This is an optimization exercise on Yosys and OpenROAD, whose aim is small area, not a production implementation.
Function was checked by simulation only, so behaviour that the tests miss may differ from the original.
No activity file was given, so power comes from the tool's default toggle rates.

### flow/config.mk
export PLATFORM = sky130hd
export DESIGN_NAME = regfile2r1w
export DESIGN_NICKNAME = regfile2r1w
export VERILOG_FILES = /design/flow/design.v
export SDC_FILE = /design/flow/constraint.sdc
export NUM_CORES = 4
export LEC_CHECK = 0
export CAP_MARGIN = 5
export CORE_MARGIN = 2
export CORE_UTILIZATION = 70
export GPL_TIMING_DRIVEN = 0
export SLEW_MARGIN = 5
### flow/constraint.sdc
create_clock -name core_clock -period 5.0 [get_ports {clk}]
set_input_delay 1.0000 -clock core_clock [delete_from_list [all_inputs] [get_ports {clk}]]
set_output_delay 1.0000 -clock core_clock [all_outputs]
set_load 0.01 [all_outputs]
### flow/design.v
module regfile2r1w(
	input clk,
	input reset,
	input [3:0] add1,
	input [3:0] add2,
	output [31:0] dataout1,
	output [31:0] dataout2,
	input  wen,
	input [3:0] addw,
	input [31:0] datain
);
reg ph;
always @(posedge clk)
	ph <= ~ph & reset;
wire [31:0] w = ~reset ? 32'hffffffff : (datain ^ {32{ph}});
wire [31:0] s1 [16:0];		 
wire [31:0] s2 [16:0];
assign s1[0] = 32'h0;
assign s2[0] = 32'h0;
genvar i;
generate
	for (i = 0; i < 16; i = i + 1) begin : g
		reg [31:0] q;
		wire ld = ~reset | (~wen & (addw == i));
		always @(posedge clk)
			q <= ~((q | {32{ld}}) & (w | {32{~ld}}));
		assign s1[i+1] = s1[i] | (q & {32{add1 == i}});
		assign s2[i+1] = s2[i] | (q & {32{add2 == i}});
	end
endgenerate
assign dataout1 = s1[16] ^ {32{ph}};
assign dataout2 = s2[16] ^ {32{ph}};
endmodule
### flow/flow/run.sh
#!/bin/bash
# Own layout flow: the standard synthesis (for the flip-flops' names and cell
# types), then a hand-mapped netlist of the same design with those flip-flops
# (flow/gen_netlist.py) in place of the synthesised one, then the standard
# layout steps from floorplan to finish.
set -euo pipefail
R=orfs/results/${FLOW_PLATFORM}/regfile2r1w/base

bash standard.sh synth > synth_standard.log 2>&1
cp $R/1_2_yosys.v standard_1_2_yosys.v
python3 flow/gen_netlist.py standard_1_2_yosys.v netlist.v > gen_netlist.log 2>&1
cp netlist.v $R/1_2_yosys.v
rm -f $R/1_synth.odb $R/1_synth.sdc
touch $R/1_2_yosys.v

bash standard.sh \
  "BUFFER_PORTS_ARGS=-buffer_cell sky130_fd_sc_hd__buf_1" \
  "CTS_ARGS=-sink_clustering_enable -repair_clock_nets -dont_use_dummy_load -buf_list sky130_fd_sc_hd__clkbuf_4 -sink_clustering_size 9 -sink_clustering_max_diameter 40" \
  finish > layout.log 2>&1
### flow/flow/gen_netlist.py
#!/usr/bin/env python3
"""Writes a hand-mapped gate netlist of regfile2r1w (the phase-toggled register
file of rtl/regfile.v) on sky130_fd_sc_hd cells.

usage: gen_netlist.py STANDARD_NETLIST OUT_NETLIST

The flip-flops keep the instance names and cell type that the standard
synthesis (STANDARD_NETLIST) gave them; the script stops with an error if that
netlist's flip-flops are not exactly the ones written here.
"""
import re
import sys

P = "sky130_fd_sc_hd__"
cells = []
wires = []
n_inst = [0]


def wire(name):
    wires.append(name)
    return name


def cell(kind, pins, name=None):
    if name is None:
        n_inst[0] += 1
        name = "u%d" % n_inst[0]
    conn = ", ".join(".%s(%s)" % (p, s) for p, s in pins)
    cells.append("  %s%s %s (%s);" % (P, kind, name, conn))


def ffname(i, b):
    return "\\g[%d].q[%d]$_DFF_P_ " % (i, b)


# ---------------------------------------------------------------- phase
ph = wire("ph")
cell("dfxtp_1", [("CLK", "clk"), ("D", wire("ph_d")), ("Q", ph)], "\\ph$_DFF_P_ ")
cell("nor2b_1", [("A", ph), ("B_N", "reset"), ("Y", "ph_d")])   # ~ph & reset

# ---------------------------------------------------------------- write data: w = datain ^ ph
for b in range(32):
    cell("xor2_1", [("A", "datain[%d]" % b), ("B", ph), ("X", wire("w%d" % b))])
# for the read ports, ph is fanned out through two inverters, one per port
phn = [None]
for k in (1, 2):
    phn.append(wire("phn%d" % k))
    cell("inv_2", [("A", ph), ("Y", phn[k])])

# ---------------------------------------------------------------- write decode
# ld_i  = wr_i | ~reset   (load)
# ldn_i = ~(wr_i & reset) (keep; 1 under reset, so a reset loads 0)
rn = wire("rn")
cell("inv_1", [("A", "reset"), ("Y", rn)])
awn = []
for k in range(4):
    awn.append(wire("awn%d" % k))
    cell("inv_1", [("A", "addw[%d]" % k), ("Y", awn[k])])


def lit(bus, inv, k, v):
    # signal that is 0 when bit k equals v (for a NOR decoder)
    return inv[k] if v else "%s[%d]" % (bus, k)


wlo, whw, whr = [], [], []
for j in range(4):
    wlo.append(wire("wlo%d" % j))
    cell("nor2_1", [("A", lit("addw", awn, 1, j >> 1)), ("B", lit("addw", awn, 0, j & 1)), ("Y", wlo[j])])
for k in range(4):
    whw.append(wire("whw%d" % k))
    cell("nor3_1", [("A", "wen"), ("B", lit("addw", awn, 3, k >> 1)), ("C", lit("addw", awn, 2, k & 1)), ("Y", whw[k])])
    whr.append(wire("whr%d" % k))
    cell("nor4_1", [("A", "wen"), ("B", rn), ("C", lit("addw", awn, 3, k >> 1)), ("D", lit("addw", awn, 2, k & 1)), ("Y", whr[k])])
ld, ldn = [], []
for i in range(16):
    ld.append(wire("ld%d" % i))
    cell("a21o_2", [("A1", wlo[i & 3]), ("A2", whw[i >> 2]), ("B1", rn), ("X", ld[i])])
    ldn.append(wire("ldn%d" % i))
    cell("nand2_2", [("A", wlo[i & 3]), ("B", whr[i >> 2]), ("Y", ldn[i])])

# ---------------------------------------------------------------- storage
# q' = ~((ld | q) & (ldn | w)): not loaded -> ~q, loaded -> ~w, reset -> 0
for i in range(16):
    for b in range(32):
        q = wire("q_%d_%d" % (i, b))
        d = wire("d_%d_%d" % (i, b))
        cell("o22ai_1", [("A1", ld[i]), ("A2", q), ("B1", ldn[i]), ("B2", "w%d" % b), ("Y", d)])
        cell("dfxtp_1", [("CLK", "clk"), ("D", d), ("Q", q)], ffname(i, b))

# ---------------------------------------------------------------- read ports
for port, addr, out in ((1, "add1", "dataout1"), (2, "add2", "dataout2")):
    an = []
    for k in range(4):
        an.append(wire("a%dn%d" % (port, k)))
        cell("inv_1", [("A", "%s[%d]" % (addr, k)), ("Y", an[k])])
    lo, hi = [], []
    for j in range(4):
        lo.append(wire("r%dlo%d" % (port, j)))
        cell("nor2_1", [("A", lit(addr, an, 1, j >> 1)), ("B", lit(addr, an, 0, j & 1)), ("Y", lo[j])])
        hi.append(wire("r%dhi%d" % (port, j)))
        cell("nor2_1", [("A", lit(addr, an, 3, j >> 1)), ("B", lit(addr, an, 2, j & 1)), ("Y", hi[j])])
    nsel = []
    for i in range(16):
        nsel.append(wire("r%dns%d" % (port, i)))
        cell("nand2_2", [("A", lo[i & 3]), ("B", hi[i >> 2]), ("Y", nsel[i])])
    for b in range(32):
        ys = []
        for m in range(8):
            y = wire("r%dy_%d_%d" % (port, b, m))
            i0, i1 = 2 * m, 2 * m + 1
            cell("o22ai_1", [("A1", nsel[i0]), ("A2", "q_%d_%d" % (i0, b)),
                             ("B1", nsel[i1]), ("B2", "q_%d_%d" % (i1, b)), ("Y", y)])
            ys.append(y)
        n1 = wire("r%dn1_%d" % (port, b))
        n2 = wire("r%dn2_%d" % (port, b))
        z = wire("r%dz_%d" % (port, b))
        cell("nor4_1", [("A", ys[0]), ("B", ys[1]), ("C", ys[2]), ("D", ys[3]), ("Y", n1)])
        cell("nor4_1", [("A", ys[4]), ("B", ys[5]), ("C", ys[6]), ("D", ys[7]), ("Y", n2)])
        cell("nand2_1", [("A", n1), ("B", n2), ("Y", z)])      # ~stored bit
        cell("xor2_1", [("A", z), ("B", phn[port]), ("X", "%s[%d]" % (out, b))])


def check_flops(path):
    want = set(["\\ph$_DFF_P_"] + ["\\g[%d].q[%d]$_DFF_P_" % (i, b) for i in range(16) for b in range(32)])
    got = {}
    text = open(path).read()
    for m in re.finditer(r"^\s*(sky130_fd_sc_hd__\w+)\s+(\\\S+|\w+)\s*\(", text, re.M):
        kind, name = m.group(1), m.group(2)
        if re.search(r"__(dfx|dfr|dfs|edf|sdf|dlx|dlr|sedf|dfb)", kind):
            got[name] = kind
    if set(got) != want or any(k != P + "dfxtp_1" for k in got.values()):
        sys.exit("gen_netlist: the standard synthesis's flip-flops differ from this netlist's: %d vs %d"
                 % (len(got), len(want)))


def main():
    check_flops(sys.argv[1])
    with open(sys.argv[2], "w") as f:
        f.write("module regfile2r1w(clk, reset, add1, add2, dataout1, dataout2, wen, addw, datain);\n")
        f.write("  input clk;\n  input reset;\n  input [3:0] add1;\n  input [3:0] add2;\n")
        f.write("  output [31:0] dataout1;\n  output [31:0] dataout2;\n")
        f.write("  input wen;\n  input [3:0] addw;\n  input [31:0] datain;\n")
        for w in wires:
            f.write("  wire %s;\n" % w)
        f.write("\n".join(cells))
        f.write("\nendmodule\n")


main()
### flow/standard.sh
#!/bin/bash
# synth_recipe.tcl (not shown) runs the flow's synth.tcl, then flattens the netlist and writes it again
# the make line also repeats each setting of config.mk as NAME=value (left out here)
make -C /OpenROAD-flow-scripts/flow DESIGN_CONFIG=/design/flow/config.mk WORK_HOME=/design/flow/orfs CLKGATE_MAP_FILE= SYNTH_SCRIPT=/design/flow/synth_recipe.tcl "${@:-finish}"
==> results of run 1 <==
[flip-flops by register name (all words and copies together) (netlist names)]
name,count
ph,1
g.q,512
[path summary, 6_finish.rpt]
path | from | end | slack [ns] | cells past startpoint
setup reg to reg | ph$_DFF_P_ | g[2].q[17]$_DFF_P_ | 2.65 | 3
hold reg to reg | g[2].q[5]$_DFF_P_ | g[2].q[5]$_DFF_P_ | 0.47 | 1
hold / removal | g[2].q[5]$_DFF_P_ | g[2].q[5]$_DFF_P_ | 0.47 | 1
setup / recovery | add2[1] | dataout2[19] | 0.25 | 9
[cell type report]
class | count | area, um^2
inverter | 15 | 56.30
multi-input combinational | 1405 | 8922
fill | 1950 | 6321
sequential | 513 | 10270
timing repair buffer | 112 | 440.4
clock buffer | 68 | 510.5
tap | 341 | 426.7
antenna | 1 | 2.502
[power groups by stage]
stage	logic, mW	clock network (mW)	registers, mW
2_1_floorplan	0.902	0	4.75
3_3_place_gp	1.34	0	4.78
3_5_place_dp	1.38	0	4.81
4_1_cts	1.39	1.93	4.71
5_1_grt	1.53	2.08	4.77
6_report	1.50	1.97	4.73
[worst max-delay path: cells and delay by family]
kind	cells	cell delay [ns]
XOR/XNOR	1	0.38
buffers and inverters	3	0.38
AND/OR/NAND/NOR	4	1.76
AO/OA/AOI/OAI	1	0.22
[metrics by stage]
stage          cells  setup slack [ns]  hold slack [ns]
5_1_grt         2455            0.3431           0.4886
2_1_floorplan   1933             1.691           0.4453
6_report        2455            0.2490           0.4742
3_3_place_gp    2384            0.4533           0.4535
3_5_place_dp    2385            0.5930           0.4609
4_1_cts         2453            0.5761           0.4742
[per-layer routing]
layer,track usage (%),vias up,share of wire (%)
met4,46.71,4,11
li1,-,8576,-
met2,79.02,2420,41
met1,63.00,9772,32
met3,22.39,897,17
met5,1.043,-,0.12
==> run summary, run 1 <==
initial core utilization 71.17%; Tmin final about 4.8 ns; routability cong. a little over 0.9; vias in the first global route roughly 21k; period utilization about 95%; total gr overflow 0; CTS Root Cell clkbuf_4; Via density approximately 8.8; Setup Skew about 0.10 ns; H-tree Lvls 3; signal arrival time at the worst endpoint ~3.8 ns; most common library cell in the layout ignoring fill and taps o22ai_1; Final #Nets between 2k and 2.5k; status no timing/DRC/antenna violations; P&R area growth vs syn 7.554%; sw power about 2.6 mW; Setup Fix Bufs, Post-CTS 0; pins over their slew limit 0; layout cells sized above 1 6.910%; commonest non-fill, non-tap cells in the layout o22ai_1 (1,024), dfxtp_1 (512), nor4_1 (132), buf_1 (110), xor2_1 (87); initial antenna violation count 1; Setup Crit Path Kind in2out; Post-DP Area between 20,000 and 25,000 um^2; CP max stage cell nand2_2; clk sinks ~510; CTS tree yes; LEAKAGE a little under 8 nW; die area around 29,000 um^2; Worst EP required about 4 ns; clk latency of the worst-skew pair approximately 0.76 ns; first-pass GRT wire length around 120,000 um; clk buf depth 3; Seq pwr share just under 60%; Worst-Margin Slew 1.383 ns; Max-cap violations 0; Syn. warnings 1; gr usage total around 55%; Ports 111; Synth Net Count ~2.0k; # DRC 0; peak supply drop ~0.00029 V; CTS buffer count 68; Worst-path clk slew around 0.10 ns; Cell Int Power ~5.6 mW; # rows 60; total core area between 20,000 and 30,000 um^2; wire per inst 33.28 um; via count 21.67k; Fin Setup TNS 0 ns; final hold vios 0; Final Setup Violations 0; maximum number of pins on one net before global-route repair 33; mapped cell area between 15,000 and 20,000 um^2; RSZ-0062 raised after global routing false; Die Ht ~170 um; critical path's most frequent cell buf_1; 1st-iter DRT viols between 4k and 5k; CP startpoint kind input port; post-route cell area ~21,000 um^2; overall power approximately 8.2 mW; Final Core Density between 70 and 80%; Hold Crit Class reg2reg; CP Cell Sequence buf_1, inv_1, nor2_1, nand2_2, o22ai_1, nor4_1, nand2_1, xor2_1, buf_1; Fmax achieved roughly 210 MHz; Sw Ratio 31.92%; CTS resizes 0; Logic pwr share a little under a fifth; post-cts hold buffer count 0; Pwr Density 397.3 nW/um^2; Post-DRT Antenna Nets 0; hpwl dp between 40,000 and 50,000 um; max_slew headroom 7.497%; final wirelength between 80,000 and 90,000 um; Crit path largest cell delay approximately 0.86 ns; CP max FO 32; Clk pwr share between 20% and 30%; Post-Syn Instances about 1.9k; first-pass iteration count of the detailed router 15; Die Wd between 150 and 200 um; endpoint type of the worst setup path output port; Mapped Avg Cell Area between 9 and 10 um^2; IO buf count 110
==> run 2, diff against run 1 <==
--- a/flow/flow/gen_netlist.py
+++ b/flow/flow/gen_netlist.py
@@ -39,14 +39,14 @@
 cell("dfxtp_1", [("CLK", "clk"), ("D", wire("ph_d")), ("Q", ph)], "\\ph$_DFF_P_ ")
 cell("nor2b_1", [("A", ph), ("B_N", "reset"), ("Y", "ph_d")])   # ~ph & reset
 
-# ---------------------------------------------------------------- write data: w = datain ^ ph
-for b in range(32):
-    cell("xor2_1", [("A", "datain[%d]" % b), ("B", ph), ("X", wire("w%d" % b))])
-# for the read ports, ph is fanned out through two inverters, one per port
-phn = [None]
-for k in (1, 2):
+# ---------------------------------------------------------------- write data: w = datain ^ ph = xnor(datain, ~ph)
+# ph is fanned out through three inverters, each driving 32 XOR/XNOR inputs
+phn = []
+for k in range(3):
     phn.append(wire("phn%d" % k))
     cell("inv_2", [("A", ph), ("Y", phn[k])])
+for b in range(32):
+    cell("xnor2_1", [("A", "datain[%d]" % b), ("B", phn[0]), ("Y", wire("w%d" % b))])
 
 # ---------------------------------------------------------------- write decode
 # ld_i  = wr_i | ~reset   (load)
@@ -101,17 +101,21 @@
         cell("nor2_1", [("A", lit(addr, an, 1, j >> 1)), ("B", lit(addr, an, 0, j & 1)), ("Y", lo[j])])
         hi.append(wire("r%dhi%d" % (port, j)))
         cell("nor2_1", [("A", lit(addr, an, 3, j >> 1)), ("B", lit(addr, an, 2, j & 1)), ("Y", hi[j])])
+    # each select line is driven twice, once for bits 0-15 and once for 16-31
     nsel = []
-    for i in range(16):
-        nsel.append(wire("r%dns%d" % (port, i)))
-        cell("nand2_2", [("A", lo[i & 3]), ("B", hi[i >> 2]), ("Y", nsel[i])])
+    for h in range(2):
+        nsel.append([])
+        for i in range(16):
+            nsel[h].append(wire("r%dns%d_%d" % (port, i, h)))
+            cell("nand2_2", [("A", lo[i & 3]), ("B", hi[i >> 2]), ("Y", nsel[h][i])])
     for b in range(32):
         ys = []
         for m in range(8):
             y = wire("r%dy_%d_%d" % (port, b, m))
             i0, i1 = 2 * m, 2 * m + 1
-            cell("o22ai_1", [("A1", nsel[i0]), ("A2", "q_%d_%d" % (i0, b)),
-                             ("B1", nsel[i1]), ("B2", "q_%d_%d" % (i1, b)), ("Y", y)])
+            ns = nsel[b >> 4]
+            cell("o22ai_1", [("A1", ns[i0]), ("A2", "q_%d_%d" % (i0, b)),
+                             ("B1", ns[i1]), ("B2", "q_%d_%d" % (i1, b)), ("Y", y)])
             ys.append(y)
         n1 = wire("r%dn1_%d" % (port, b))
         n2 = wire("r%dn2_%d" % (port, b))
--- a/flow/config.mk
+++ b/flow/config.mk
@@ -9,4 +9,5 @@
 export CORE_MARGIN = 2
 export CORE_UTILIZATION = 70
 export GPL_TIMING_DRIVEN = 0
+export SETUP_SLACK_MARGIN = 0.2
 export SLEW_MARGIN = 5
==> run 2 against run 1 <==
Against the previous run:
- global-route usage fell by 2.3 points
- utilization grew 1.1 points
- total power increased by 0.69%
- sequential power hardly changed
- area after synthesis is 1.1% higher
- register-to-register slack worse by 0.75 ns
- clock power is essentially flat
- synthesized cell count is 1.7% higher
- die area is 1.0% higher
- critical path type unchanged
==> run summary, run 2 <==
status no timing/DRC/antenna violations; critical path's most frequent cell buf_1; CP max FO 16; Worst R2R End g[3].q[24]$_DFF_P_; Post-Layout Cell Count around 2.5k; Setup Crit Path Kind in2out; Post-Syn Instances between 1.5k and 2k; Syn. warnings 1; Setup Skew approximately 0.082 ns; CP Cell Sequence buf_1, nor2_1, nand2_2, o22ai_1, nor4_1, nand2_1, xor2_1, buf_1; Largest register FFs between 500 and 600; Final Setup Violations 0; R2R cell count 4; CTS Root Cell clkbuf_4; clk buf depth 3; clk latency of the worst-skew pair between 0.7 and 0.8 ns; IO buf count 110; Worst Path Buf+Inv 2; first-pass iteration count of the detailed router 9; 1st-iter DRT viols about 5.0k; hpwl dp 45,540 um; max_slew headroom 20.27%; gr usage total 52.50%; CP max stage cell nor4_1; Die Wd ~170 um; routability cong. 1.041; commonest non-fill, non-tap cells in the layout o22ai_1 (1,024), dfxtp_1 (513), nor4_1 (131), buf_1 (110), nand2_2 (80); P&R area growth vs syn 8.610%; Ports approximately 110; pins over their slew limit 0; H-tree Lvls 3; hold path start g[7].q[11]$_DFF_P_; total core area approximately 27,000 um^2; signal arrival time at the worst endpoint between 3 and 4 ns; # DRC 0; Reg-to-Reg Start ph$_DFF_P_; dpl cells 2,450; initial core utilization 71.53%; final wirelength 79,030 um; Top Registers g.q: 512 flops, ph: 1 flops; CTS buffer count between 60 and 70; WHS Path Cells 1; Via density 8.519; # rows 60; LEAKAGE 7.856 nW; Pwr Density slightly below 400 nW/um^2; final hold vios 0; most common library cell in the layout ignoring fill and taps o22ai_1; Worst-Margin Slew roughly 1.2 ns; Tmin final a little under 5 ns; via count roughly 22k; Max-cap violations 0; CTS tree yes; layout cells sized above 1 approximately a tenth; first-pass GRT wire length approximately 120,000 um; Final Core Density 77.69%; crit-path leading delay family simple AND/OR/NAND/NOR gates; Fmax achieved between 200 and 250 MHz; maximum number of pins on one net before global-route repair 33; Die Ht 170.4 um; Hold EP g[7].q[11]$_DFF_P_; Worst-path clk slew about 0.090 ns; Biggest register g.q; wire per inst 31.31 um; Mapped Avg Cell Area approximately 9.9 um^2; Crit path largest cell delay roughly 0.94 ns; peak supply drop 0.0002737 V; endpoint type of the worst setup path output port; Fin Setup TNS 0 ns; initial antenna violation count 9; Worst R2R Setup Slack approximately 1.9 ns; Hold Crit Class reg2reg; mapped cell area approximately 19,000 um^2; Final #Nets 2,194; Worst EP required approximately 4.0 ns; total gr overflow 0; vias in the first global route a little under 20k; clk sinks ~510; RSZ-0062 raised after global routing true; Synth Net Count between 2k and 2.5k; die area about 29,000 um^2; period utilization 96.63%; CP startpoint kind input port; # fillers roughly 1.9k; Post-DRT Antenna Nets 0
run 2: final cells by class:
cell class,instances,area [um^2],area share [%]
Sequential cell,513,10270,48.78
Antenna cell,7,17.52,0.08320
Multi-Input combinational cell,1437,9301,44.18
Tap cell,372,465.4,2.211
Inverter,16,61.31,0.2912
Clock buffer,67,503.0,2.389
Timing Repair Buffer,112,435.4,2.068
run 2: timing repair:
action,CTS,global route
gates resized for setup,0,7
endpoints found under the setup margin,0,6
hold buffers,0,0
setup buffers,0,0
run 2: per-layer routing:
layer | global-route usage [%] | wire length (um) | up-vias
met5 | 0 | 0 | -
met4 | 25.23 | 5518 | 0
met3 | 23.60 | 14930 | 626
met2 | 74.25 | 31640 | 2339
met1 | 68.23 | 26950 | 9825
li1 | - | - | 8712
run 2: how the worst max path moves through the flow:
stage | startpoint | end | slack, ns | cells past startpoint
6_report | add1[0] | dataout1[30] | 0.17 | 8
5_1_grt | add2[3] | dataout2[9] | 0.16 | 9
4_1_cts | add2[1] | dataout2[9] | 0.41 | 9
3_5_place_dp | add2[1] | dataout2[9] | 0.41 | 9
3_3_place_gp | add2[1] | dataout2[9] | 0.55 | 9
2_1_floorplan | add1[3] | dataout1[0] | 1.58 | 7
run 2: report_power, final:
| part | leakage (nW) | internal [mW] | total (mW) | switching [mW] |
|---|---|---|---|---|
| sequential | 4.30 | 4.45 | 4.73 | 0.284 |
| clock | 0.308 | 0.619 | 1.94 | 1.32 |
| combinational | 3.24 | 0.531 | 1.58 | 1.05 |
| total | 7.86 | 5.60 | 8.25 | 2.66 |
run 2: metrics by stage:
stage | cell area (um^2) | setup WS, ns | power [mW] | hold slack [ns]
after floorplan | 19380 | 1.584 | 5.669 | 0.4453
after global placement | 20260 | 0.5455 | 6.167 | 0.4527
after detailed placement | 20420 | 0.4053 | 6.259 | 0.4608
after CTS | 20920 | 0.4121 | 8.070 | 0.4733
after global routing | 21050 | 0.1563 | 8.452 | 0.4883
final | 21050 | 0.1684 | 8.252 | 0.4732
==> run 3, diff against run 2 <==
--- a/flow/flow/run.sh
+++ b/flow/flow/run.sh
@@ -13,7 +13,9 @@
 rm -f $R/1_synth.odb $R/1_synth.sdc
 touch $R/1_2_yosys.v
 
+export PRE_GLOBAL_PLACE_SKIP_IO_TCL=$PWD/flow/place.tcl
+export POST_GLOBAL_PLACE_TCL=$PWD/flow/unfix.tcl
 bash standard.sh \
   "BUFFER_PORTS_ARGS=-buffer_cell sky130_fd_sc_hd__buf_1" \
-  "CTS_ARGS=-sink_clustering_enable -repair_clock_nets -dont_use_dummy_load -buf_list sky130_fd_sc_hd__clkbuf_4 -sink_clustering_size 9 -sink_clustering_max_diameter 40" \
+  "CTS_ARGS=-sink_clustering_enable -repair_clock_nets -dont_use_dummy_load -buf_list sky130_fd_sc_hd__clkbuf_4 -sink_clustering_size 10 -sink_clustering_max_diameter 50" \
   finish > layout.log 2>&1
--- a/flow/flow/gen_netlist.py
+++ b/flow/flow/gen_netlist.py
@@ -86,7 +86,8 @@
     for b in range(32):
         q = wire("q_%d_%d" % (i, b))
         d = wire("d_%d_%d" % (i, b))
-        cell("o22ai_1", [("A1", ld[i]), ("A2", q), ("B1", ldn[i]), ("B2", "w%d" % b), ("Y", d)])
+        cell("o22ai_1", [("A1", ld[i]), ("A2", q), ("B1", ldn[i]), ("B2", "w%d" % b), ("Y", d)],
+             "nx_%d_%d" % (i, b))
         cell("dfxtp_1", [("CLK", "clk"), ("D", d), ("Q", q)], ffname(i, b))
 
 # ---------------------------------------------------------------- read ports
@@ -101,21 +102,18 @@
         cell("nor2_1", [("A", lit(addr, an, 1, j >> 1)), ("B", lit(addr, an, 0, j & 1)), ("Y", lo[j])])
         hi.append(wire("r%dhi%d" % (port, j)))
         cell("nor2_1", [("A", lit(addr, an, 3, j >> 1)), ("B", lit(addr, an, 2, j & 1)), ("Y", hi[j])])
-    # each select line is driven twice, once for bits 0-15 and once for 16-31
     nsel = []
-    for h in range(2):
-        nsel.append([])
-        for i in range(16):
-            nsel[h].append(wire("r%dns%d_%d" % (port, i, h)))
-            cell("nand2_2", [("A", lo[i & 3]), ("B", hi[i >> 2]), ("Y", nsel[h][i])])
+    for i in range(16):
+        nsel.append(wire("r%dns%d" % (port, i)))
+        cell("nand2_2", [("A", lo[i & 3]), ("B", hi[i >> 2]), ("Y", nsel[i])])
     for b in range(32):
         ys = []
         for m in range(8):
             y = wire("r%dy_%d_%d" % (port, b, m))
             i0, i1 = 2 * m, 2 * m + 1
-            ns = nsel[b >> 4]
-            cell("o22ai_1", [("A1", ns[i0]), ("A2", "q_%d_%d" % (i0, b)),
-                             ("B1", ns[i1]), ("B2", "q_%d_%d" % (i1, b)), ("Y", y)])
+            cell("o22ai_1", [("A1", nsel[i0]), ("A2", "q_%d_%d" % (i0, b)),
+                             ("B1", nsel[i1]), ("B2", "q_%d_%d" % (i1, b)), ("Y", y)],
+                 "rd%d_%d_%d" % (port, m, b))
             ys.append(y)
         n1 = wire("r%dn1_%d" % (port, b))
         n2 = wire("r%dn2_%d" % (port, b))
==> flow/flow/place.tcl (new file) <==
# Structured pre-placement, run before the first global placement: the 512
# storage bits are laid out as an array. Registers 2m and 2m+1 share a band
# of rows; in it, bit b is a unit of the two flip-flops, their next-state
# gates and the two read gates of the pair. Units sit at the same place in
# every band, so a bit's column runs through all bands. The array cells are
# FIRM during global placement (unfix.tcl releases them afterwards).
set block [ord::get_db_block]
set rows {}
foreach r [$block getRows] { lappend rows [list [lindex [$r getOrigin] 1] $r] }
set rows [lsort -integer -index 0 $rows]
set nrows [llength $rows]
set site_w [[[lindex [lindex $rows 0] 1] getSite] getWidth]

set NB 8
set UPR 5
set RPB [expr {(32 + $UPR - 1) / $UPR}]
set first [expr {($nrows - $NB * $RPB) / 2}]
if {$first < 0} { error "place.tcl: $nrows rows are too few for the array" }

# blocked intervals (fixed cells, i.e. tap cells) per row y
array set blocked {}
foreach inst [$block getInsts] {
  if {[$inst isFixed]} {
    set bb [$inst getBBox]
    lappend blocked([$bb yMin]) [list [$bb xMin] [$bb xMax]]
  }
}

proc find_inst {name} {
  set i [[ord::get_db_block] findInst $name]
  if {$i eq "NULL"} { error "place.tcl: no instance $name" }
  return $i
}

set placed 0
for {set m 0} {$m < $NB} {incr m} {
  for {set b 0} {$b < 32} {incr b} {
    set r [expr {$first + $m * $RPB + $b / $UPR}]
    set k [expr {$b % $UPR}]
    set row [lindex [lindex $rows $r] 1]
    set y [lindex [lindex $rows $r] 0]
    set x0 [lindex [$row getOrigin] 0]
    set nsites [$row getSiteCount]
    set pitch [expr {$nsites / $UPR}]
    set x [expr {$x0 + ($k * $pitch + ($pitch - 52) / 2) * $site_w}]
    set i0 [expr {2 * $m}]
    set i1 [expr {2 * $m + 1}]
    set names [list "g\[$i0\].q\[$b\]\$_DFF_P_" nx_${i0}_$b rd1_${m}_$b rd2_${m}_$b nx_${i1}_$b "g\[$i1\].q\[$b\]\$_DFF_P_"]
    foreach n $names {
      set inst [find_inst $n]
      set w [[$inst getMaster] getWidth]
      set moved 1
      while {$moved} {
        set moved 0
        if {[info exists blocked($y)]} {
          foreach iv $blocked($y) {
            if {$x < [lindex $iv 1] && $x + $w > [lindex $iv 0]} { set x [lindex $iv 1]; set moved 1 }
          }
        }
      }
      if {$x + $w > $x0 + $nsites * $site_w} { error "place.tcl: row $r overflows" }
      $inst setOrient [$row getOrient]
      $inst setLocation $x $y
      $inst setPlacementStatus FIRM
      lappend blocked($y) [list $x [expr {$x + $w}]]
      set x [expr {$x + $w}]
      incr placed
    }
  }
}
puts "place.tcl: placed $placed array cells in rows $first..[expr {$first + $NB * $RPB - 1}] of $nrows"
==> flow/flow/unfix.tcl (new file) <==
# Releases the array cells that place.tcl fixed, once global placement is done.
set n 0
foreach inst [[ord::get_db_block] getInsts] {
  if {[$inst getPlacementStatus] eq "FIRM"} { $inst setPlacementStatus PLACED; incr n }
}
puts "unfix.tcl: released $n cells"
--- a/flow/config.mk
+++ b/flow/config.mk
@@ -7,7 +7,6 @@
 export LEC_CHECK = 0
 export CAP_MARGIN = 5
 export CORE_MARGIN = 2
-export CORE_UTILIZATION = 70
+export CORE_UTILIZATION = 65
 export GPL_TIMING_DRIVEN = 0
-export SETUP_SLACK_MARGIN = 0.2
 export SLEW_MARGIN = 5
==> run 3 against run 2 <==
Against the previous run:
- area after synthesis decreased by 1.0%
- synthesized cell count fell by 1.6%
- the run now fails in 3_1_place_gp_skip_io
==> run summary, run 3 <==
status stopped before the end; Fail Step 3_1_place_gp_skip_io; error msg Error: global_place_skip_io.tcl, 4 place.tcl: no instance g[0].q[0]$_DFF_P_; Synth Net Count between 1.5k and 2k; mapped cell area 19,180 um^2; Die Wd between 150 and 200 um; # rows 62; initial core utilization around two thirds; Post-Syn Instances 1,934; Mapped Avg Cell Area 9.920 um^2; Syn. warnings 1; Die Ht 175.8 um
==> run 4, diff against run 3 <==
--- a/flow/flow/place.tcl
+++ b/flow/flow/place.tcl
@@ -45,7 +45,10 @@
     set x [expr {$x0 + ($k * $pitch + ($pitch - 52) / 2) * $site_w}]
     set i0 [expr {2 * $m}]
     set i1 [expr {2 * $m + 1}]
-    set names [list "g\[$i0\].q\[$b\]\$_DFF_P_" nx_${i0}_$b rd1_${m}_$b rd2_${m}_$b nx_${i1}_$b "g\[$i1\].q\[$b\]\$_DFF_P_"]
+    # the database keeps the backslashes of the escaped Verilog names
+    set f0 [format {g\[%d\].q\[%d\]$_DFF_P_} $i0 $b]
+    set f1 [format {g\[%d\].q\[%d\]$_DFF_P_} $i1 $b]
+    set names [list $f0 nx_${i0}_$b rd1_${m}_$b rd2_${m}_$b nx_${i1}_$b $f1]
     foreach n $names {
       set inst [find_inst $n]
       set w [[$inst getMaster] getWidth]
==> run 4 against run 3 <==
Against the previous run:
- the run now finishes clean
- synthesized cell count unchanged
- area after synthesis unchanged
==> run summary, run 4 <==
status no timing/DRC/antenna violations; max_slew headroom between 15 and 20%; initial antenna violation count 3; Worst-path clk slew approximately 0.1 ns; final hold vios 0; P&R area growth vs syn 8.335%; CTS resizes 0; Top Registers g.q: 512 flops, ph: 1 flops; Die Ht 175.8 um; via count ~19k; Hold Crit Class reg2reg; signal arrival time at the worst endpoint between 3 and 4 ns; post-cts hold buffer count 0; H-tree Lvls 2; first-pass GRT wire length ~100,000 um; CTS buffer count just under 60; Synth Net Count between 1.5k and 2k; mapped cell area about 19,000 um^2; # DRC 0; Fmax achieved approximately 220 MHz; RSZ-0062 raised after global routing false; Worst Path Buf+Inv 3; Post-Syn Instances between 1.5k and 2k; clk buf depth 3; Max-cap violations 0; CTS tree yes; endpoint type of the worst setup path output port; pins over their slew limit 0; CP max FO 32; Ports between 100 and 150; Final Setup Violations 0; LEAKAGE between 7 and 8 nW; Place WS 0.6166 ns; CP max stage cell nor4_1; Post-Layout Cell Count 2,490; worst hold margin ~0.47 ns; Largest register FFs 512; crit-path leading delay family simple AND/OR/NAND/NOR gates; Fin Setup TNS 0 ns; Worst-Margin Slew around 1.2 ns; die area between 30,000 and 40,000 um^2; vias in the first global route 16.23k; Mapped Avg Cell Area 9.920 um^2; Final #Nets approximately 2.2k; final worst slack around 0.37 ns; IO buf count 110; period utilization 92.60%; final wirelength about 68,000 um; Tmin final ~4.6 ns; Die Wd roughly 180 um; first-pass iteration count of the detailed router 14; Worst EP required 4.00 ns; layout cells sized above 1 under 10%; initial core utilization between 60% and 70%; commonest non-fill, non-tap cells in the layout o22ai_1 (1,024), dfxtp_1 (513), nor4_1 (132), buf_1 (110); hpwl dp 45,990 um; most common library cell in the layout ignoring fill and taps o22ai_1; peak supply drop ~0.00024 V; gr usage total 42.55%; dpl cells ~2.4k; CP startpoint kind input port; wire per inst around 27 um; CTS Root Cell clkbuf_4; Crit path largest cell delay approximately 0.82 ns; Setup Skew 0.03183 ns; CP Cell Sequence buf_1, inv_1, nor2_1, nand2_2, o22ai_1, nor4_1, nand2_1, xor2_1, buf_1; Setup Fix Bufs, Post-CTS 0; maximum number of pins on one net before global-route repair 33; Pwr Density between 300 and 400 nW/um^2; total gr overflow 0; # rows just over 60; clk latency of the worst-skew pair 0.75 ns; 1st-iter DRT viols between 4k and 5k; Syn. warnings 1; Via density about 7.6; Biggest register g.q; Setup Crit Path Kind in2out; critical path's most frequent cell buf_1; clk sinks between 500 and 600; total core area 28,860 um^2; Post-DRT Antenna Nets 0
## run 4: area by class of cell
cell class	count	area [um^2]
Clock buffer	58	435.4
Fill cell	1760	8074
Sequential cell	513	10270
Timing Repair Buffer	112	435.4
Multi-Input combinational cell	1405	9095
Antenna cell	2	5.005
Tap cell	384	480.5
Inverter	16	62.56
## run 4: worst paths after layout
kind	start	to	slack, ns	cells past startpoint
setup / recovery	add2[0]	dataout2[28]	0.37	9
hold / removal	g[0].q[3]$_DFF_P_	g[0].q[3]$_DFF_P_	0.47	1
setup reg to reg	ph$_DFF_P_	g[3].q[21]$_DFF_P_	2.79	3
hold reg to reg	g[0].q[3]$_DFF_P_	g[0].q[3]$_DFF_P_	0.47	1
## run 4: worst reg2reg max path, delay by kind of cell, from the launching register on
family	cells	cell delay (ns)
DFF	1	0.46
xor gates and xnor gates	1	1.10
AOI/OAI and AO/OA	1	0.16
buffers and inverters	1	0.32
## run 4: stage by stage
stage	cell area (um^2)	utilization [%]	total power [mW]
2_1_floorplan	19180	-	5.656
3_3_place_gp	20080	69.58	6.193
3_5_place_dp	20340	70.50	6.215
4_1_cts	20780	72.00	7.861
5_1_grt	20780	72.01	8.245
6_report	20780	72.02	7.989
## run 4: where the power goes
part / switching [mW] / total [mW] / leakage (nW) / internal, mW
Sequential: 0.277 / 4.72 / 4.30 / 4.45
Combinational: 1.01 / 1.53 / 3.21 / 0.527
Clock: 1.20 / 1.73 / 0.267 / 0.531
## run 4: per-layer routing
metal  vias up  share of wire, %  global-route usage [%]
met3       617                17                   10.28
met2      2338                39                   64.03
li1       8619                 -                       -
met1      7387                34                   56.37
met4         6                10                   24.17
met5         -              0.12                       0
==> run 5, diff against run 4 <==
--- a/flow/flow/run.sh
+++ b/flow/flow/run.sh
@@ -2,7 +2,8 @@
 # Own layout flow: the standard synthesis (for the flip-flops' names and cell
 # types), then a hand-mapped netlist of the same design with those flip-flops
 # (flow/gen_netlist.py) in place of the synthesised one, then the standard
-# layout steps from floorplan to finish.
+# layout steps from floorplan to finish, with the storage array pre-placed
+# (flow/place.tcl).
 set -euo pipefail
 R=orfs/results/${FLOW_PLATFORM}/regfile2r1w/base
 
@@ -17,5 +18,5 @@
 export POST_GLOBAL_PLACE_TCL=$PWD/flow/unfix.tcl
 bash standard.sh \
   "BUFFER_PORTS_ARGS=-buffer_cell sky130_fd_sc_hd__buf_1" \
-  "CTS_ARGS=-sink_clustering_enable -repair_clock_nets -dont_use_dummy_load -buf_list sky130_fd_sc_hd__clkbuf_4 -sink_clustering_size 10 -sink_clustering_max_diameter 50" \
+  "CTS_ARGS=-sink_clustering_enable -repair_clock_nets -dont_use_dummy_load -buf_list sky130_fd_sc_hd__clkbuf_4 -sink_clustering_size 9 -sink_clustering_max_diameter 40" \
   finish > layout.log 2>&1
--- a/flow/flow/gen_netlist.py
+++ b/flow/flow/gen_netlist.py
@@ -39,14 +39,14 @@
 cell("dfxtp_1", [("CLK", "clk"), ("D", wire("ph_d")), ("Q", ph)], "\\ph$_DFF_P_ ")
 cell("nor2b_1", [("A", ph), ("B_N", "reset"), ("Y", "ph_d")])   # ~ph & reset
 
-# ---------------------------------------------------------------- write data: w = datain ^ ph = xnor(datain, ~ph)
-# ph is fanned out through three inverters, each driving 32 XOR/XNOR inputs
-phn = []
-for k in range(3):
+# ---------------------------------------------------------------- write data: w = datain ^ ph
+for b in range(32):
+    cell("xor2_1", [("A", "datain[%d]" % b), ("B", ph), ("X", wire("w%d" % b))])
+# for the read ports, ph is fanned out through two inverters, one per port
+phn = [None]
+for k in (1, 2):
     phn.append(wire("phn%d" % k))
     cell("inv_2", [("A", ph), ("Y", phn[k])])
-for b in range(32):
-    cell("xnor2_1", [("A", "datain[%d]" % b), ("B", phn[0]), ("Y", wire("w%d" % b))])
 
 # ---------------------------------------------------------------- write decode
 # ld_i  = wr_i | ~reset   (load)
@@ -118,8 +118,9 @@
         n1 = wire("r%dn1_%d" % (port, b))
         n2 = wire("r%dn2_%d" % (port, b))
         z = wire("r%dz_%d" % (port, b))
-        cell("nor4_1", [("A", ys[0]), ("B", ys[1]), ("C", ys[2]), ("D", ys[3]), ("Y", n1)])
-        cell("nor4_1", [("A", ys[4]), ("B", ys[5]), ("C", ys[6]), ("D", ys[7]), ("Y", n2)])
+        # even and odd register pairs, so that both NOR4s sit mid-column
+        cell("nor4_1", [("A", ys[0]), ("B", ys[2]), ("C", ys[4]), ("D", ys[6]), ("Y", n1)])
+        cell("nor4_1", [("A", ys[1]), ("B", ys[3]), ("C", ys[5]), ("D", ys[7]), ("Y", n2)])
         cell("nand2_1", [("A", n1), ("B", n2), ("Y", z)])      # ~stored bit
         cell("xor2_1", [("A", z), ("B", phn[port]), ("X", "%s[%d]" % (out, b))])
 
--- a/flow/flow/place.tcl
+++ b/flow/flow/place.tcl
@@ -12,7 +12,7 @@
 set site_w [[[lindex [lindex $rows 0] 1] getSite] getWidth]
 
 set NB 8
-set UPR 5
+set UPR 6
 set RPB [expr {(32 + $UPR - 1) / $UPR}]
 set first [expr {($nrows - $NB * $RPB) / 2}]
 if {$first < 0} { error "place.tcl: $nrows rows are too few for the array" }
--- a/flow/config.mk
+++ b/flow/config.mk
@@ -7,6 +7,7 @@
 export LEC_CHECK = 0
 export CAP_MARGIN = 5
 export CORE_MARGIN = 2
-export CORE_UTILIZATION = 65
+export CORE_UTILIZATION = 70
 export GPL_TIMING_DRIVEN = 0
+export SETUP_SLACK_MARGIN = 0.1
 export SLEW_MARGIN = 5
==> run 5 against run 4 <==
Against the previous run:
- the flow now stops in 3_1_place_gp_skip_io
- area after synthesis hardly changed
- synthesized cell count about the same
==> run summary, run 5 <==
status stopped before the end; Fail Step 3_1_place_gp_skip_io; error msg [ERROR GPL-0305] RePlAce diverged during gradient descent calculation, resulting in an invalid step length (Inf or NaN). This is often caused by numerical instability ...; mapped cell area 19,180 um^2; Die Ht around 170 um; Die Wd between 150 and 200 um; Synth Net Count 1,980; initial core utilization between 70% and 80%; Post-Syn Instances between 1.5k and 2k; Mapped Avg Cell Area roughly 9.9 um^2; # rows 60; Syn. warnings 1
==> run 6, diff against run 5 <==
--- a/flow/config.mk
+++ b/flow/config.mk
@@ -7,7 +7,7 @@
 export LEC_CHECK = 0
 export CAP_MARGIN = 5
 export CORE_MARGIN = 2
-export CORE_UTILIZATION = 70
+export CORE_UTILIZATION = 65
 export GPL_TIMING_DRIVEN = 0
 export SETUP_SLACK_MARGIN = 0.1
 export SLEW_MARGIN = 5
==> run 6 against run 5 <==
Against the previous run:
- the flow again stops in 3_1_place_gp_skip_io
- area after synthesis did not move
- synthesized cell count stayed put
==> run summary, run 6 <==
# rows between 60 and 70; mapped cell area 19,180 um^2; Die Ht 175.8 um; Syn. warnings 1; Post-Syn Instances 1,933; status stopped before the end; Fail Step 3_1_place_gp_skip_io; Mapped Avg Cell Area roughly 10 um^2; initial core utilization 66.47%; error msg Error: global_place_skip_io.tcl, 4 place.tcl: row 7 overflows; Die Wd approximately 180 um; Synth Net Count between 1.5k and 2k
==> run 7, diff against run 6 <==
--- a/flow/flow/place.tcl
+++ b/flow/flow/place.tcl
@@ -12,7 +12,7 @@
 set site_w [[[lindex [lindex $rows 0] 1] getSite] getWidth]
 
 set NB 8
-set UPR 6
+set UPR 5
 set RPB [expr {(32 + $UPR - 1) / $UPR}]
 set first [expr {($nrows - $NB * $RPB) / 2}]
 if {$first < 0} { error "place.tcl: $nrows rows are too few for the array" }
==> run 7 against run 6 <==
Against the previous run:
- the run fails in 5_1_grt
- synthesized cell count is the same
- area after synthesis is the same
==> run summary, run 7 <==
IO buf count 110; Post-Syn Instances 1,933; gr usage total roughly 64%; Ports between 100 and 150; Place WS -0.05991 ns; Mapped Avg Cell Area 9.923 um^2; clk buf depth 3; hpwl dp 65,100 um; status stopped before the end; # rows 62; CTS buffer count 69; Fail Step 5_1_grt; Die Wd about 180 um; CTS Root Cell clkbuf_4; Synth Net Count slightly below 2k; dpl cells around 2.4k; post-cts hold buffer count 0; error msg [ERROR GRT-0116] Global routing finished with congestion. Check the congestion regions in the DRC Viewer.; vias in the first global route between 15k and 20k; initial core utilization roughly two thirds; H-tree Lvls 3; Syn. warnings 1; maximum number of pins on one net before global-route repair 33; total gr overflow between 60 and 70; mapped cell area 19,180 um^2; first-pass GRT wire length approximately 140,000 um; Die Ht around 180 um
-- run 7: worst max path at each step --
stage	startpoint	to	slack, ns
3_5_place_dp	add1[0]	dataout1[21]	-0.06
2_1_floorplan	ph$_DFF_P_	dataout1[0]	1.69
3_3_place_gp	add1[0]	dataout1[21]	-0.29
4_1_cts	add2[1]	dataout2[20]	0.09
-- run 7: repair_timing --
item	in CTS
gates cloned	0
endpoints found under the setup margin	7
gates resized for setup	13
buffers inserted	0
pin swaps	0
-- run 7: power by group through the flow --
stage | logic, mW | clock network (mW) | registers (mW)
after floorplan | 0.902 | 0 | 4.75
after global placement | 1.59 | 0 | 4.80
after detailed placement | 1.57 | 0 | 4.79
after CTS | 1.57 | 1.88 | 4.71
-- run 7: layer usage --
layer	global-route usage, %	overflow
met1	70.02	0
met2	80.28	38
met3	41.86	0
met4	62.74	26
met5	2.564	0
-- run 7: through the flow --
step                      instance area (um^2)  util [%]  setup TNS (ns)  hold WS (ns)
after floorplan                          19180         -               0        0.4453
after global placement                   20070     69.56          -3.268        0.4660
after detailed placement                 20410     70.71        -0.09252        0.4615
after CTS                                20970     72.67               0        0.4707
==> run 8, diff against run 7 <==
--- a/flow/flow/place.tcl
+++ b/flow/flow/place.tcl
@@ -12,7 +12,7 @@
 set site_w [[[lindex [lindex $rows 0] 1] getSite] getWidth]
 
 set NB 8
-set UPR 5
+set UPR 6
 set RPB [expr {(32 + $UPR - 1) / $UPR}]
 set first [expr {($nrows - $NB * $RPB) / 2}]
 if {$first < 0} { error "place.tcl: $nrows rows are too few for the array" }
@@ -42,7 +42,7 @@
     set x0 [lindex [$row getOrigin] 0]
     set nsites [$row getSiteCount]
     set pitch [expr {$nsites / $UPR}]
-    set x [expr {$x0 + ($k * $pitch + ($pitch - 52) / 2) * $site_w}]
+    set x [expr {$x0 + $k * $pitch * $site_w}]
     set i0 [expr {2 * $m}]
     set i1 [expr {2 * $m + 1}]
     # the database keeps the backslashes of the escaped Verilog names
==> run 8 against run 7 <==
Against the previous run:
- the flow stops in 3_1_place_gp_skip_io
- area after synthesis is the same
- synthesized cell count is the same
==> run summary, run 8 <==
Syn. warnings 1; # rows a little over 60; initial core utilization 66.47%; Die Ht roughly 180 um; Mapped Avg Cell Area ~10 um^2; error msg Error: global_place_skip_io.tcl, 4 place.tcl: row 7 overflows; mapped cell area ~19,000 um^2; Synth Net Count between 1.5k and 2k; Fail Step 3_1_place_gp_skip_io; Post-Syn Instances 1,933; Die Wd 175.8 um; status stopped before the end
==> run 9, diff against run 8 <==
--- a/flow/flow/gen_netlist.py
+++ b/flow/flow/gen_netlist.py
@@ -118,9 +118,8 @@
         n1 = wire("r%dn1_%d" % (port, b))
         n2 = wire("r%dn2_%d" % (port, b))
         z = wire("r%dz_%d" % (port, b))
-        # even and odd register pairs, so that both NOR4s sit mid-column
-        cell("nor4_1", [("A", ys[0]), ("B", ys[2]), ("C", ys[4]), ("D", ys[6]), ("Y", n1)])
-        cell("nor4_1", [("A", ys[1]), ("B", ys[3]), ("C", ys[5]), ("D", ys[7]), ("Y", n2)])
+        cell("nor4_1", [("A", ys[0]), ("B", ys[1]), ("C", ys[2]), ("D", ys[3]), ("Y", n1)])
+        cell("nor4_1", [("A", ys[4]), ("B", ys[5]), ("C", ys[6]), ("D", ys[7]), ("Y", n2)])
         cell("nand2_1", [("A", n1), ("B", n2), ("Y", z)])      # ~stored bit
         cell("xor2_1", [("A", z), ("B", phn[port]), ("X", "%s[%d]" % (out, b))])
 
--- a/flow/flow/place.tcl
+++ b/flow/flow/place.tcl
@@ -41,7 +41,8 @@
     set y [lindex [lindex $rows $r] 0]
     set x0 [lindex [$row getOrigin] 0]
     set nsites [$row getSiteCount]
-    set pitch [expr {$nsites / $UPR}]
+    # a unit is 52 sites, plus up to 16 more where a cell has to jump a tap
+    set pitch [expr {($nsites - 68) / ($UPR - 1)}]
     set x [expr {$x0 + $k * $pitch * $site_w}]
     set i0 [expr {2 * $m}]
     set i1 [expr {2 * $m + 1}]
==> run 9 against run 8 <==
Against the previous run:
- now fails the layout checks on max-capacitance violations, max-slew violations
- synthesized cell count is the same
- area after synthesis did not move
==> run summary, run 9 <==
Fin Setup TNS 0 ns; most common library cell in the layout ignoring fill and taps o22ai_1; first-pass GRT wire length a little over 100,000 um; Worst R2R End g[5].q[12]$_DFF_P_; initial antenna violation count 2; CTS buffer count about 70; wire per inst about 28 um; CP Cell Sequence buf_1, inv_1, nor2_1, nand2_2, o22ai_1, nor4_1, nand2_1, xor2_1, buf_1; # rows between 60 and 70; Worst-Margin Slew ~1.8 ns; period utilization 94.32%; initial core utilization approximately 66%; total core area ~29,000 um^2; H-tree Lvls 3; signal arrival time at the worst endpoint around 3.7 ns; # DRC 0; Setup Skew around 0.048 ns; clk buf depth 3; Worst-path clk slew about 0.080 ns; 1st-iter DRT viols ~5.4k; Syn. warnings 1; Synth Net Count 1,980; Crit path depth 9; CP Launch Point add2[0]; max_slew headroom -17.47%; R2R cell count 3; peak supply drop about 0.00027 V; Worst Path Buf+Inv 3; Reg-to-Reg Start ph$_DFF_P_; Final #Nets 2,162; Post-DRT Antenna Nets 0; CP startpoint kind input port; Setup Fix Bufs, Post-CTS 0; Die Wd ~180 um; crit-path leading delay family simple AND/OR/NAND/NOR gates; CTS Root Cell clkbuf_4; Critical Path End dataout2[13]; final hold vios 0; vias in the first global route roughly 17k; LEAKAGE around 7.7 nW; maximum number of pins on one net before global-route repair 33; Setup Crit Path Kind in2out; Post-Syn Instances approximately 1.9k; die area slightly above 30,000 um^2; Biggest register g.q; total gr overflow 0; via count ~19k; P&R area growth vs syn 8.637%; Pwr Density between 300 and 400 nW/um^2; IO buf count 110; hold path start g[0].q[5]$_DFF_P_; Via density between 7 and 8; first-pass iteration count of the detailed router 17; CP max FO 32; dpl cells 2,428; Mapped Avg Cell Area about 9.9 um^2; Fmax achieved 212.0 MHz; layout check failures max-capacitance violations, max-slew violations; Worst EP required 4.00 ns; status failed layout checks; clk sinks between 500 and 600; Top Registers g.q: 512 flops, ph: 1 flops; mapped cell area around 19,000 um^2; Crit path largest cell delay about 0.83 ns; Tmin final ~4.7 ns; pins over their slew limit ~50; Max-cap violations 3; post-cts hold buffer count 0; CP max stage cell nor4_1; RSZ-0062 raised after global routing false; Largest register FFs roughly 510; Ports between 100 and 150; commonest non-fill, non-tap cells in the layout o22ai_1 (1,024), dfxtp_1 (512), nor4_1 (131), buf_1 (110); hpwl dp 45,780 um; Die Ht between 150 and 200 um; clk latency of the worst-skew pair between 0.7 and 0.8 ns; final wirelength slightly below 70,000 um; Hold Crit Class reg2reg; endpoint type of the worst setup path output port; Final Setup Violations 0; critical path's most frequent cell buf_1; CTS tree yes; Post-Layout Cell Count approximately 2.5k; gr usage total 44.02%; layout cells sized above 1 7.856%; Worst R2R Setup Slack around 2.1 ns
run 9: how the worst min path moves through the flow:
stage / endpoint / slack (ns) / depth (start not counted)
after global routing: ph$_DFF_P_ / 0.48 / 2
final: g[0].q[5]$_DFF_P_ / 0.47 / 1
after detailed placement: g[0].q[4]$_DFF_P_ / 0.46 / 1
after CTS: g[0].q[5]$_DFF_P_ / 0.47 / 1
after floorplan: g[11].q[0]$_DFF_P_ / 0.45 / 1
after global placement: g[0].q[0]$_DFF_P_ / 0.47 / 1
run 9: worst reg2reg max path: cells and delay by family (launching register included):
family	cells	cell delay, ns
xor+xnor	1	1.37
flops	1	0.68
buf+inv	1	0.32
compound gates	1	0.30
run 9: metal layers:
layer / vias to the layer above / part of all wire, % / global-route usage, %
met1: 7601 / 33 / 56.81
met4: 0 / 10 / 29.65
met5: - / 0 / 0
li1: 8572 / - / -
met3: 561 / 17 / 12.58
met2: 2436 / 40 / 64.35
run 9: through the flow:
| step | area [um^2] | hold slack [ns] | utilization [%] | total power [mW] | setup slack, ns |
|---|---|---|---|---|---|
| after global routing | 20840 | 0.4792 | 72.21 | 8.383 | 0.3332 |
| after floorplan | 19180 | 0.4453 | - | 5.648 | 1.691 |
| after CTS | 20760 | 0.4737 | 71.93 | 7.959 | 0.3827 |
| after detailed placement | 20250 | 0.4609 | 70.16 | 6.189 | 0.3819 |
| after global placement | 20070 | 0.4660 | 69.56 | 6.177 | 0.3942 |
| final | 20840 | 0.4730 | 72.21 | 8.120 | 0.2838 |
run 9: what timing repair did:
action / CTS / global route
resized for setup: 0 / 1
endpoints found under the setup margin: 0 / 1
hold endpoints to repair: 0 / 0
run 9: final cells by class:
class                           instances  area (um^2)
Timing Repair Buffer                  112        440.4
Fill cell                            1706         8020
Tap cell                              384        480.5
Inverter                               15        56.30
Clock buffer                           68        510.5
Antenna cell                            3        7.507
Multi-Input combinational cell       1405         9071
Sequential cell                       513        10270
run 9: where the power goes:
part | switching [mW] | total [mW] | internal [mW]
sequential | 0.286 | 4.73 | 4.45
clock | 1.25 | 1.88 | 0.629
combinational | 1.00 | 1.51 | 0.509
==> run 10, diff against run 9 <==
--- a/flow/flow/place.tcl
+++ b/flow/flow/place.tcl
@@ -12,7 +12,7 @@
 set site_w [[[lindex [lindex $rows 0] 1] getSite] getWidth]
 
 set NB 8
-set UPR 6
+set UPR 5
 set RPB [expr {(32 + $UPR - 1) / $UPR}]
 set first [expr {($nrows - $NB * $RPB) / 2}]
 if {$first < 0} { error "place.tcl: $nrows rows are too few for the array" }
==> run 10 against run 9 <==
Against the previous run:
- the run now finishes clean
- flip-flop and latch count is the same
- clock power barely moved
- sequential share of layout area shrank 0.056 points
- first-iteration DRC count down 12%
- total power rose by 0.57%
- clock skew up 0.026 ns
- sequential power about the same
- utilization is 0.10 points higher
- non-clock buffer count is 2 lower
- combinational power about the same
- final cell count up 0.16%
==> run summary, run 10 <==
# DRC 0; first-pass GRT wire length approximately 100,000 um; Place WS about 0.60 ns; Reg-to-Reg Start ph$_DFF_P_; Post-DRT Antenna Nets 0; Die Ht between 150 and 200 um; Setup Crit Path Kind in2out; vias in the first global route around 17k; signal arrival time at the worst endpoint 3.82 ns; total gr overflow 0; Synth Net Count between 1.5k and 2k; Biggest register g.q; Worst-path clk slew about 0.040 ns; first-pass iteration count of the detailed router 17; hold path start g[1].q[1]$_DFF_P_; wire per inst about 29 um; CTS tree yes; final wirelength roughly 70,000 um; H-tree Lvls 3; Max-cap violations 0; Tmin final ~4.8 ns; Fmax achieved a little over 200 MHz; Worst EP required ~4 ns; pins over their slew limit 0; commonest non-fill, non-tap cells in the layout o22ai_1 (1,024), dfxtp_1 (512), nor4_1 (132), buf_1 (110), clkbuf_4 (71); P&R area growth vs syn 8.787%; layout cells sized above 1 8.042%; period utilization between 90% and 100%; # fillers around 1.8k; gr usage total between 40% and 50%; die area ~31,000 um^2; Mapped Avg Cell Area approximately 10 um^2; Syn. warnings 1; endpoint type of the worst setup path output port; Final #Nets 2,163; maximum number of pins on one net before global-route repair 36; max_slew headroom 20.11%; hpwl dp 47,570 um; initial core utilization 66.47%; clk sinks ~500; CP startpoint kind input port; Die Wd about 180 um; # rows 62; initial antenna violation count 9; Largest register FFs 512; clk latency of the worst-skew pair 0.76 ns; status no timing/DRC/antenna violations; mapped cell area roughly 19,000 um^2; RSZ-0062 raised after global routing false; Worst R2R Setup Slack roughly 2.6 ns; Worst-Margin Slew between 1 and 1.5 ns; Setup Skew between 0.07 and 0.08 ns; LEAKAGE between 7 and 8 nW; Fin Setup TNS 0 ns; Setup Fix Bufs, Post-CTS 0; Hold Crit Class reg2reg; CTS buffer count between 70 and 80; 1st-iter DRT viols between 4k and 5k; peak supply drop 0.0002760 V; CP max FO 32; Pwr Density between 300 and 400 nW/um^2; Top Registers g.q: 512 flops, ph: 1 flops; via count about 19k; post-cts hold buffer count 0; total core area 28,860 um^2; final hold vios 0; CTS Root Cell clkbuf_4; final worst slack approximately 0.18 ns; Post-Syn Instances slightly below 2k; Ports approximately 110; clk buf depth 3; IO buf count 110; CTS resizes 0; most common library cell in the layout ignoring fill and taps o22ai_1; Via density roughly 7.8; Final Core Density roughly 72%; CP Launch Point add2[0]; Final Setup Violations 0
## run 10: critical path, stage by stage
cell     delay [ns]
buf_1          0.12
inv_1          0.09
nor2_1         0.13
nand2_2        0.55
o22ai_1        0.28
nor4_1         0.93
nand2_1        0.21
xor2_1         0.22
buf_1          0.25
## run 10: report_power, final
part           internal (mW)  switching, mW  total [mW]  leakage (nW)
combinational          0.507           1.03        1.53          3.12
sequential              4.45          0.297        4.74          4.30
clock                  0.654           1.24        1.89         0.327
## run 10: through the flow
stage	cells	hold slack (ns)	power, mW	cell area [um^2]
2_1_floorplan	1933	0.4453	5.648	19180
3_3_place_gp	2427	0.4660	6.187	20070
3_5_place_dp	2427	0.4609	6.206	20310
4_1_cts	2498	0.4706	8.018	20840
5_1_grt	2499	0.4874	8.410	20850
6_report	2504	0.4657	8.166	20870
## run 10: routing by layer
| layer | global-route usage, % | share of wire (%) | up-vias |
|---|---|---|---|
| met4 | 33.92 | 11 | 8 |
| li1 | - | - | 8577 |
| met1 | 57.81 | 32 | 7633 |
| met2 | 64.04 | 39 | 2580 |
| met3 | 15.35 | 18 | 670 |
| met5 | 0 | 0.14 | - |
## run 10: path summary, 6_finish.rpt
path	depth (start not counted)	end
worst max-delay path	9	dataout2[30]
worst min-delay path	1	g[1].q[1]$_DFF_P_
worst max register to register	2	g[13].q[0]$_DFF_P_
worst min register to register	1	g[1].q[1]$_DFF_P_
## run 10: area by class of cell
cell class | instances | area, um^2 | area share (%)
repair buffers | 110 | 412.9 | 1.979
well taps | 384 | 480.5 | 2.303
clock buffers | 71 | 533.0 | 2.554
diodes | 6 | 15.01 | 0.07196
multi-input cells | 1405 | 9095 | 43.59
inverters | 15 | 56.30 | 0.2698
flip-flops and latches | 513 | 10270 | 49.24

[re-timing with driven ports]
No port has a modelled driver above. Below, the same layouts with a new extraction and two added sets of constraints.
Step 1, drivers: a clkbuf_16 drives clk and a buf_2 each remaining input, both assumed.
Step 2 times the ports against the registers' clock, not the clock port: input delays grow and output delays shrink by t, the midpoint of the rising clock arrivals with the driver on.
Slacks: ideal / step 1 / step 2; pairs: ideal / step 1.
run	shift t [ns]	slack for setup (ns)	worst slew at a driven data input, ns	cell pins on the clock port's net
run 1	0.761	0.249 / 0.227 / 0.227	0.06	1
run 2	0.778	0.168 / 0.143 / 0.143	0.11	1
run 4	0.775	0.370 / 0.346 / 0.346	0.10	1
run 9	0.780	0.284 / 0.258 / 0.258	0.04	1
run 10	0.755	0.180 / 0.157 / 0.157	0.12	1
The setup slack of run 9, which loses most, moves by -0.026 ns with the drivers and by -0.026 ns with both steps.
